What follows belongs to an exercise in optimizing a design on an open flow for small area and a short achievable clock period; a production flow would make more cautious choices. In this exercise RTL edits were held to simulation tests only and were not proved equivalent to the original. Power is estimated from default activity; no workload was simulated.

==> flow/design.v, too long to show whole: its modules and the start of the top module <==
// module fa: 10 lines
// module sel16: 9 lines
// module sel1: 9 lines
// module og1: 7 lines
// module FIR: 7835 lines
module FIR (
	input  wire        rst_n,
	input  wire        CLK,
	input  wire [15:0] sample_in,
	input  wire        En_FIR,
	output wire [31:0] sample_out
);
  // ...
==> flow/flow/run.sh <==
#!/bin/bash
# Own flow: the standard layout (standard.sh, unchanged synthesis), with
# timing repair aimed below the achieved period instead of the 24 ns clock,
# and port buffers of a plain buffer cell.  Each tool's output goes to its
# own log in this folder.
set -euo pipefail
export SETUP_SLACK_MARGIN=14.4
export BUFFER_PORTS_ARGS="-buffer_cell sky130_fd_sc_hd__buf_4"
bash standard.sh synth      > synth.log 2>&1
bash standard.sh floorplan  > floorplan.log 2>&1
bash standard.sh place      > place.log 2>&1
bash standard.sh cts        > cts.log 2>&1
bash standard.sh route      > route.log 2>&1
bash standard.sh finish     > finish.log 2>&1
==> flow/standard.sh <==
#!/bin/bash
# synth_recipe.tcl (not shown) runs the flow's synth.tcl, then flattens the netlist and writes it again
# the make line also repeats each setting of config.mk as NAME=value (left out here)
make -C /OpenROAD-flow-scripts/flow DESIGN_CONFIG=/design/flow/config.mk WORK_HOME=/design/flow/orfs CLKGATE_MAP_FILE= SYNTH_SCRIPT=/design/flow/synth_recipe.tcl "${@:-finish}"
==> flow/config.mk <==
export PLATFORM = sky130hd
export DESIGN_NAME = FIR
export DESIGN_NICKNAME = FIR
export VERILOG_FILES = /design/flow/design.v
export SDC_FILE = /design/flow/constraint.sdc
export NUM_CORES = 8
export LEC_CHECK = 0
export CAP_MARGIN = 20
export CORE_MARGIN = 2
export CORE_UTILIZATION = 55
export CTS_BUF_LIST = sky130_fd_sc_hd__clkbuf_4
export PLACE_DENSITY = 0.7
export SLEW_MARGIN = 20
export SYNTH_HIERARCHICAL = 1
==> flow/constraint.sdc <==
create_clock -name core_clock -period 24.0 [get_ports {CLK}]
set_input_delay 4.8000 -clock core_clock [delete_from_list [all_inputs] [get_ports {CLK}]]
set_output_delay 4.8000 -clock core_clock [all_outputs]
set_load 0.01 [all_outputs]
==> flow_summary.json, run 1 <==
{
  "layout-drive-gt1-share": 0.100,
  "synth_mux_area_frac": 0.00117,
  "path_class": "input port to primary output",
  "synth_area_leaders": "fa_1 50%, dfxtp_1 29%, a22o_1 13%",
  "dp_hpwl_um": 255000,
  "hold_viol_final": 0,
  "synth_area_sq_um": 77200,
  "fin_util": 0.604,
  "run_status": "complete, no violations",
  "antenna_found_initial": 11,
  "post-place-cells": 7158,
  "p_sw_mw": 1.92,
  "area_delta_synth_final_pct": 9.06,
  "largestRegisters": "qa x32, qb x32",
  "ys_types": 54,
  "gr-usage-met1": 0.486,
  "startpoint": "En_FIR",
  "cp.required_ns": 19.20,
  "synth_warnings": 7,
  "maxPowerGroup": "combinational cells",
  "dieArea_sq_um": 143000,
  "multi_input_area_sq_um": 52900,
  "power_mw": 5.61,
  "gp_congestion": 1.10,
  "relSlewSlack": 0.209,
  "ys_ff_latch": 1121,
  "met2_usage": 0.651,
  "fin_ws_ns": 13.99,
  "async_flop_share": 0.000892,
  "grt_max_degree": 249,
  "cts_resized": 72
}
==> run 2: changes to the inputs <==
==> flow/flow/run.sh (replaced) <==
#!/bin/bash
# Own flow: the standard layout (standard.sh, unchanged synthesis), with
# timing repair aimed below the achieved period instead of the 24 ns clock,
# port buffers of a plain buffer cell, and a clock tree with larger sink
# clusters.  Each tool's output goes to its own log in this folder.
set -euo pipefail
export SETUP_SLACK_MARGIN=14.4
export BUFFER_PORTS_ARGS="-buffer_cell sky130_fd_sc_hd__buf_4"
export CTS_ARGS="-sink_clustering_enable -repair_clock_nets -buf_list sky130_fd_sc_hd__clkbuf_16 -sink_clustering_size 24 -sink_clustering_max_diameter 60 -dont_use_dummy_load"
bash standard.sh synth      > synth.log 2>&1
bash standard.sh floorplan  > floorplan.log 2>&1
bash standard.sh place      > place.log 2>&1
bash standard.sh cts        > cts.log 2>&1
bash standard.sh route      > route.log 2>&1
bash standard.sh finish     > finish.log 2>&1
--- a/flow/config.mk
+++ b/flow/config.mk
@@ -8,7 +8,6 @@
 export CAP_MARGIN = 20
 export CORE_MARGIN = 2
 export CORE_UTILIZATION = 55
-export CTS_BUF_LIST = sky130_fd_sc_hd__clkbuf_4
 export PLACE_DENSITY = 0.7
 export SLEW_MARGIN = 20
 export SYNTH_HIERARCHICAL = 1
==> run 2 against run 1 <==
Synthesized area unchanged; clock skew increased by 0.013 ns; via count decreased by 3.3%; sequential power hardly changed; core utilization shrank 1.1 points; clock power is 25% lower; clock-buffer cell count down 342; fmax hardly changed; non-clock buffer count rose by 1.
==> flow_summary.json, run 2 <==
{
  "run_status": "complete, no violations",
  "dr.pass1.iters": 7,
  "grt_overflow": 0,
  "worst_slew_pin_slew_ns": 1.12,
  "synth.most_common_cell": "fa_1",
  "synth_compound_area_frac": 0.136,
  "port-buffer-count": 50,
  "synth_area_sq_um": 77200,
  "met2_usage": 0.647,
  "vias": 46800,
  "dp_hpwl_um": 255000,
  "die-width_um": 379,
  "fin_util": 0.594,
  "ff2ff_setup_slack_ns": 14.50,
  "met3_usage": 0.0792,
  "cap_violations": 0,
  "rsz0062_at_grt": "true",
  "path_class": "input port to primary output",
  "async_flop_share": 0.000892,
  "cts_buffers": 83,
  "grt_pass1_wl_um": 396000,
  "netlist_top_cells_count": "1914 x fa_1, 1120 x a22o_1, 1120 x dfxtp_1, 513 x inv_1, 232 x ha_1",
  "synth_adder_area_share": 0.534,
  "skew_ns": 0.128,
  "grt_usage": 0.417,
  "die_y_um": 379,
  "hold_class": "flip-flop to flip-flop",
  "path_max_fanout": 7,
  "synthCells": 5203,
  "antenna_found_initial": 5,
  "relSlewSlack": 0.251,
  "routed_wl_um": 291000,
  "ant_nets": 0,
  "endpoint_kind": "primary output",
  "yosysTopAreaCell": "fa_1",
  "setup_violations": 0,
  "clk_path_buf_depth": 3,
  "nNetsFinal": 7542,
  "clkPwrFrac": 0.241,
  "tns_ns": 0,
  "max_freq_mhz": 100,
  "dieArea_sq_um": 143000,
  "gp_congestion": 1.10,
  "final_common_cell": "fa_1",
  "wire_per_inst_um": 40.1,
  "synth_edf_count": 0,
  "clock_latency_ns": 0.78,
  "drv_slew": 0,
  "ys_ff_latch": 1121,
  "cp.required_ns": 19.20,
  "cts.sinks": 1121,
  "ys_seq_area_frac": 0.291,
  "p_sw_mw": 1.76,
  "coreArea_sq_um": 139000,
  "htreeDepth": 3,
  "period_share": 0.417,
  "final_cell_mix": "1910 x fa_1, 1120 x a22o_1, 1120 x dfxtp_1",
  "ctsHoldBuffers": 0,
  "p_leak_nw": 38.2,
  "area_delta_synth_final_pct": 7.15,
  "largestRegisters": "qa x32, qb x32",
  "rows": 137,
  "synth_top_flop_cell": "dfxtp_1",
  "drt_iter0_drc": 5001,
  "ys_types": 54,
  "via_per_inst": 6.45,
  "clkTransAtPathRegs_ns": 0.08,
  "root_buffer": "clkbuf_16",
  "synth_warnings": 7,
  "first_global_vias": 49400,
  "hold_viol_final": 0,
  "cts_tree": "yes",
  "synth_xor_area_frac": 0.00170,
  "cp-start-kind": "input port",
  "drc": 0,
  "io-pin-count": 51,
  "synth_top_area_share": 0.496,
  "synth_top_family_by_area": "adder cells",
  "p_seq_frac": 0.369,
  "p_int_mw": 3.42,
  "peakVddDrop_mv": 0.124,
  "period_minus_slack_ns": 10.00,
  "gr-usage-met1": 0.494,
  "netSwitchingFraction": 0.340,
  "powerDensity_nw_per_um2": 62.7,
  "synth-simple-area-share": 0.0108,
  "layout-drive-gt1-share": 0.0409,
  "synth_mux_area_frac": 0.00117,
  "cp_data_arrival_time_ns": 5.20,
  "top_usage_layer": "met2",
  "grt_max_degree": 249,
  "synth_area_leaders": "fa_1 50%, dfxtp_1 29%, a22o_1 13%",
  "syn_area_per_cell_sq_um": 14.8,
  "initial_utilization": 0.554,
  "combPwrFrac": 0.390
}
==> run 2: cell counts after synthesis <==
No cell type changed its count.
==> run 2: Yosys stat by module (local to each module, per instance) <==
module,flops+latches,cells
FIR,1121,2165
sel1,0,1
og1,0,1
fa,0,1
==> run 2: final timing paths <==
check	from	endpoint	depth (start not counted)
min in group asynchronous	rst_n	flag	1
worst min register to register	x2[3]	x3[3]	1
worst max register to register	x8[5]	qa[19]	20
worst max-delay path	En_FIR	sample_out[18]	3
max in group asynchronous	rst_n	flag	1
worst min-delay path	x2[3]	x3[3]	1
==> run 2: timing repair <==
item	CTS	global route
cloned	5	1
setup buffers	2	1
endpoints found under the setup margin	32	33
pin swaps	2	0
resized for setup	72	4
==> run 2: critical path: stages <==
cell	delay (ns)
buf_16	0.13
and2_4	0.16
buf_6	0.11
==> run 2: cells by family after synthesis <==
kind of cell	Yosys count
AOI/OAI and AO/OA	1223
xor gates and xnor gates	15
adders and majority gates	2146
buffers and inverters	524
DFF	1121
muxes	9
other	2
and+or+nand+nor	163
==> run 2: layout make-up <==
cell class,count,area [sq um]
Antenna cell,7,17.5
Sequential cell,1121,22400
Clock buffer,83,2080
Inverter,514,1930
Fill cell,11000,56600
Multi-Input combinational cell,3568,52900
Timing Repair Buffer,89,996
Tap cell,1876,2350
==> run 2: routing by layer <==
metal / up-vias / share of wire
met5: - / 0.000045
met1: 25400 / 0.35
met2: 2200 / 0.46
li1: 18300 / -
met4: 2 / 0.12
met3: 932 / 0.067
==> run 2: metrics by stage <==
step | std cells | instance area [sq um] | hold WS (ns) | setup slack [ns] | power [mW]
6_report | 7258 | 82700 | 0.431 | 14.00 | 5.19
5_1_grt | 7251 | 82700 | 0.453 | 14.00 | 5.59
4_1_cts | 7248 | 82600 | 0.425 | 14.01 | 5.26
3_5_place_dp | 7158 | 80200 | 0.453 | 13.73 | 3.98
3_3_place_gp | 7158 | 80200 | 0.452 | 13.76 | 3.93
2_1_floorplan | 5213 | 77300 | 0.439 | 6.60 | 3.46
==> run 2: power groups by stage <==
| stage | registers (mW) | logic (mW) | clock network [mW] |
|---|---|---|---|
| finish | 1.91 | 2.02 | 1.25 |
| global route | 1.92 | 2.34 | 1.34 |
| CTS | 1.91 | 2.07 | 1.27 |
| detailed placement | 1.96 | 2.02 | 0 |
| global placement | 1.96 | 1.97 | 0 |
| floorplan | 1.95 | 1.51 | 0 |
==> run 3: changes to the inputs <==
--- a/flow/flow/run.sh
+++ b/flow/flow/run.sh
@@ -6,7 +6,7 @@
 set -euo pipefail
 export SETUP_SLACK_MARGIN=14.4
 export BUFFER_PORTS_ARGS="-buffer_cell sky130_fd_sc_hd__buf_4"
-export CTS_ARGS="-sink_clustering_enable -repair_clock_nets -buf_list sky130_fd_sc_hd__clkbuf_16 -sink_clustering_size 24 -sink_clustering_max_diameter 60 -dont_use_dummy_load"
+export CTS_ARGS="-sink_clustering_enable -repair_clock_nets -buf_list sky130_fd_sc_hd__clkbuf_8 -sink_clustering_size 12 -sink_clustering_max_diameter 50 -dont_use_dummy_load"
 bash standard.sh synth      > synth.log 2>&1
 bash standard.sh floorplan  > floorplan.log 2>&1
 bash standard.sh place      > place.log 2>&1
==> run 3 against run 2 <==
Global-route usage about the same; synthesized area stayed put; first-iteration DRC count down 7.8%.
==> flow_summary.json, run 3 <==
{
  "r2r_start": "x15[5]",
  "cp-start-kind": "input port",
  "ys_ff_latch": 1121,
  "root_buffer": "clkbuf_8",
  "die_y_um": 379,
  "post-place-cells": 7158,
  "cap_violations": 0,
  "syn_area_per_cell_sq_um": 14.8,
  "layout-drive-gt1-share": 0.0466,
  "drc": 0,
  "run_status": "complete, no violations",
  "drt_iter0_drc": 4610,
  "drv_slew": 0,
  "dp_hpwl_um": 255000,
  "cts_buffers": 118,
  "routed_wl_um": 291000,
  "ys_seq_area_frac": 0.291,
  "cts_tree": "yes",
  "vias": 46700,
  "min_to": "x65[5]",
  "nNetsFinal": 7575,
  "grt_max_degree": 249,
  "initial_utilization": 0.554,
  "cp_data_arrival_time_ns": 5.21,
  "fill_cells": 11100,
  "die-width_um": 379,
  "fin_ws_ns": 13.99,
  "endpoint_kind": "primary output",
  "rr_endpoint": "qa[19]",
  "ys_types": 54,
  "htreeDepth": 3,
  "fin_hold_ws_ns": 0.385,
  "netSwitchingFraction": 0.352,
  "hold_viol_final": 0,
  "io-pin-count": 51,
  "worst_slew_pin_slew_ns": 1.35,
  "synthCells": 5203,
  "combPwrFrac": 0.404,
  "path_max_fanout": 7,
  "largestRegisters": "qa x32, qb x32",
  "dieArea_sq_um": 143000,
  "via_per_inst": 6.41,
  "relSlewSlack": 0.101,
  "grt_overflow": 0,
  "p_int_mw": 3.25,
  "fin_util": 0.590,
  "netlist_top_cells_count": "1914 x fa_1, 1120 x a22o_1, 1120 x dfxtp_1, 513 x inv_1, 232 x ha_1",
  "tns_ns": 0,
  "powerDensity_nw_per_um2": 60.9,
  "period_minus_slack_ns": 10.01,
  "min_from": "x64[5]",
  "async_flop_share": 0.000892,
  "gp_congestion": 1.10,
  "hold_class": "flip-flop to flip-flop",
  "p_seq_frac": 0.382,
  "dr.pass1.iters": 7,
  "coreArea_sq_um": 139000,
  "dpl_cell_area_sq_um": 80200,
  "area_delta_synth_final_pct": 6.51,
  "antenna_found_initial": 10,
  "synth_area_leaders": "fa_1 50%, dfxtp_1 29%, a22o_1 13%",
  "grt_usage": 0.417,
  "final_common_cell": "fa_1",
  "synth_warnings": 7,
  "place_ws_ns": 13.73,
  "ant_nets": 0,
  "power_mw": 5.01,
  "period_share": 0.417,
  "synth.most_common_cell": "fa_1",
  "max_freq_mhz": 99.9,
  "skew_ns": 0.120,
  "cts.sinks": 1121,
  "rows": 137,
  "clock_latency_ns": 0.93,
  "synth_top_flop_cell": "dfxtp_1",
  "synth_area_sq_um": 77200,
  "fin_cells": 7289,
  "cp.required_ns": 19.20,
  "first_global_vias": 49800,
  "setup_violations": 0,
  "rsz0062_at_grt": "true",
  "ctsHoldBuffers": 0,
  "port-buffer-count": 50,
  "grt_pass1_wl_um": 397000,
  "p_leak_nw": 38.0,
  "final_area_sq_um": 82200,
  "final_cell_mix": "1911 x fa_1, 1120 x a22o_1, 1120 x dfxtp_1",
  "hold_depth": 1,
  "path_class": "input port to primary output",
  "clkTransAtPathRegs_ns": 0.09,
  "peakVddDrop_mv": 0.126,
  "wire_per_inst_um": 39.9,
  "p_sw_mw": 1.76,
  "synth_top_area_share": 0.496,
  "yosysTopAreaCell": "fa_1",
  "clk_path_buf_depth": 3,
  "ff2ff_setup_slack_ns": 14.48,
  "clkPwrFrac": 0.214,
  "reg2reg_depth": 21,
  "synth_edf_count": 0
}
-- run 3: layer usage --
metal / vias up / wire length, um / track usage
met3: 965 / 20600 / 0.0918
li1: 18300 / - / -
met1: 25200 / 101000 / 0.486
met2: 2239 / 135000 / 0.647
met4: 12 / 34600 / 0.383
met5: - / 77 / 0
-- run 3: critical path, stage by stage --
cell	delay [ns]
buf_16	0.13
and2_4	0.16
buf_6	0.11
-- run 3: cell type report --
type                       instances  area, sq um  area share
multi-input combinational       3568        52900       0.643
sequential                      1121        22400       0.273
tap                             1876         2350      0.0285
inverter                         514         1930      0.0235
clock buffer                     118         1620      0.0197
timing repair buffer              87          961      0.0117
antenna                            5         12.5    0.000152
-- run 3: cells by family after synthesis --
kind of cell	after synthesis	share of synthesized area
adder cells (fa/ha/maj)	2146	0.534
AO/OA/AOI/OAI	1223	0.136
flip-flops	1121	0.291
buffers and inverters	524	0.0257
AND/OR/NAND/NOR	163	0.0108
XOR/XNOR	15	0.00170
multiplexers	9	0.00117
other	2	0.0000973
-- run 3: worst max-delay path by stage --
stage / start / end / cells after the start
after floorplan: En_FIR / qa[0] / 2
after global placement: En_FIR / sample_out[5] / 3
after detailed placement: En_FIR / sample_out[8] / 3
after CTS: En_FIR / sample_out[4] / 3
after global routing: En_FIR / sample_out[14] / 3
final: En_FIR / sample_out[14] / 3
-- run 3: Yosys stat by module (local to each module, per instance) --
module,area (sq um),flops+latches,copies in the design
sel1,8.76,0,1120
og1,6.26,0,32
fa,20.0,0,1886
FIR,29400,1121,1
-- run 3: power by group through the flow --
stage,sequential (mW),combinational [mW],clock [mW]
2_1_floorplan,1.95,1.51,0
3_3_place_gp,1.96,1.97,0
3_5_place_dp,1.96,2.02,0
4_1_cts,1.91,2.07,1.10
5_1_grt,1.92,2.33,1.16
6_report,1.91,2.02,1.07
-- run 3: timing repair --
action	CTS	global route
endpoints found under the setup margin	32	33
resized for setup	72	3
setup buffers	1	1
cloned	5	1
pin swaps	2	0

-- re-timing with driven ports --
In the flow no input, the clock included, has a driving cell. The finished layouts below were timed again as built, in two steps. Step 1 sets driving cells, clkbuf_16 on the clock port and buf_2 on the other inputs (assumed; they add their load-dependent delay and slew). Step 2 moves the port delays by t, midway between the first and last clock arrival at a register: inputs arrive t later, outputs are due t later. That takes back most of the time a late clock gives input paths. a / b / c = ideal ports / drivers / drivers and shift; a / b = the first two.
run	shift t [ns]	setup WS [ns]	hold slack, ns	clock arrival spread, ns	cell pins on the clock port's net
run 1	1.370	13.992 / 13.570 / 13.533	0.408 / 0.408 / 0.408	0.122 / 0.122	1
run 2	0.791	13.997 / 13.579 / 13.565	0.431 / 0.431 / 0.431	0.136 / 0.136	1
run 3	0.934	13.989 / 13.575 / 13.521	0.385 / 0.385 / 0.385	0.139 / 0.140	1
After both steps every run listed still meets setup and hold. The setup slack of run 3, which loses most, moves by -0.414 ns with the drivers and by -0.468 ns with both steps.
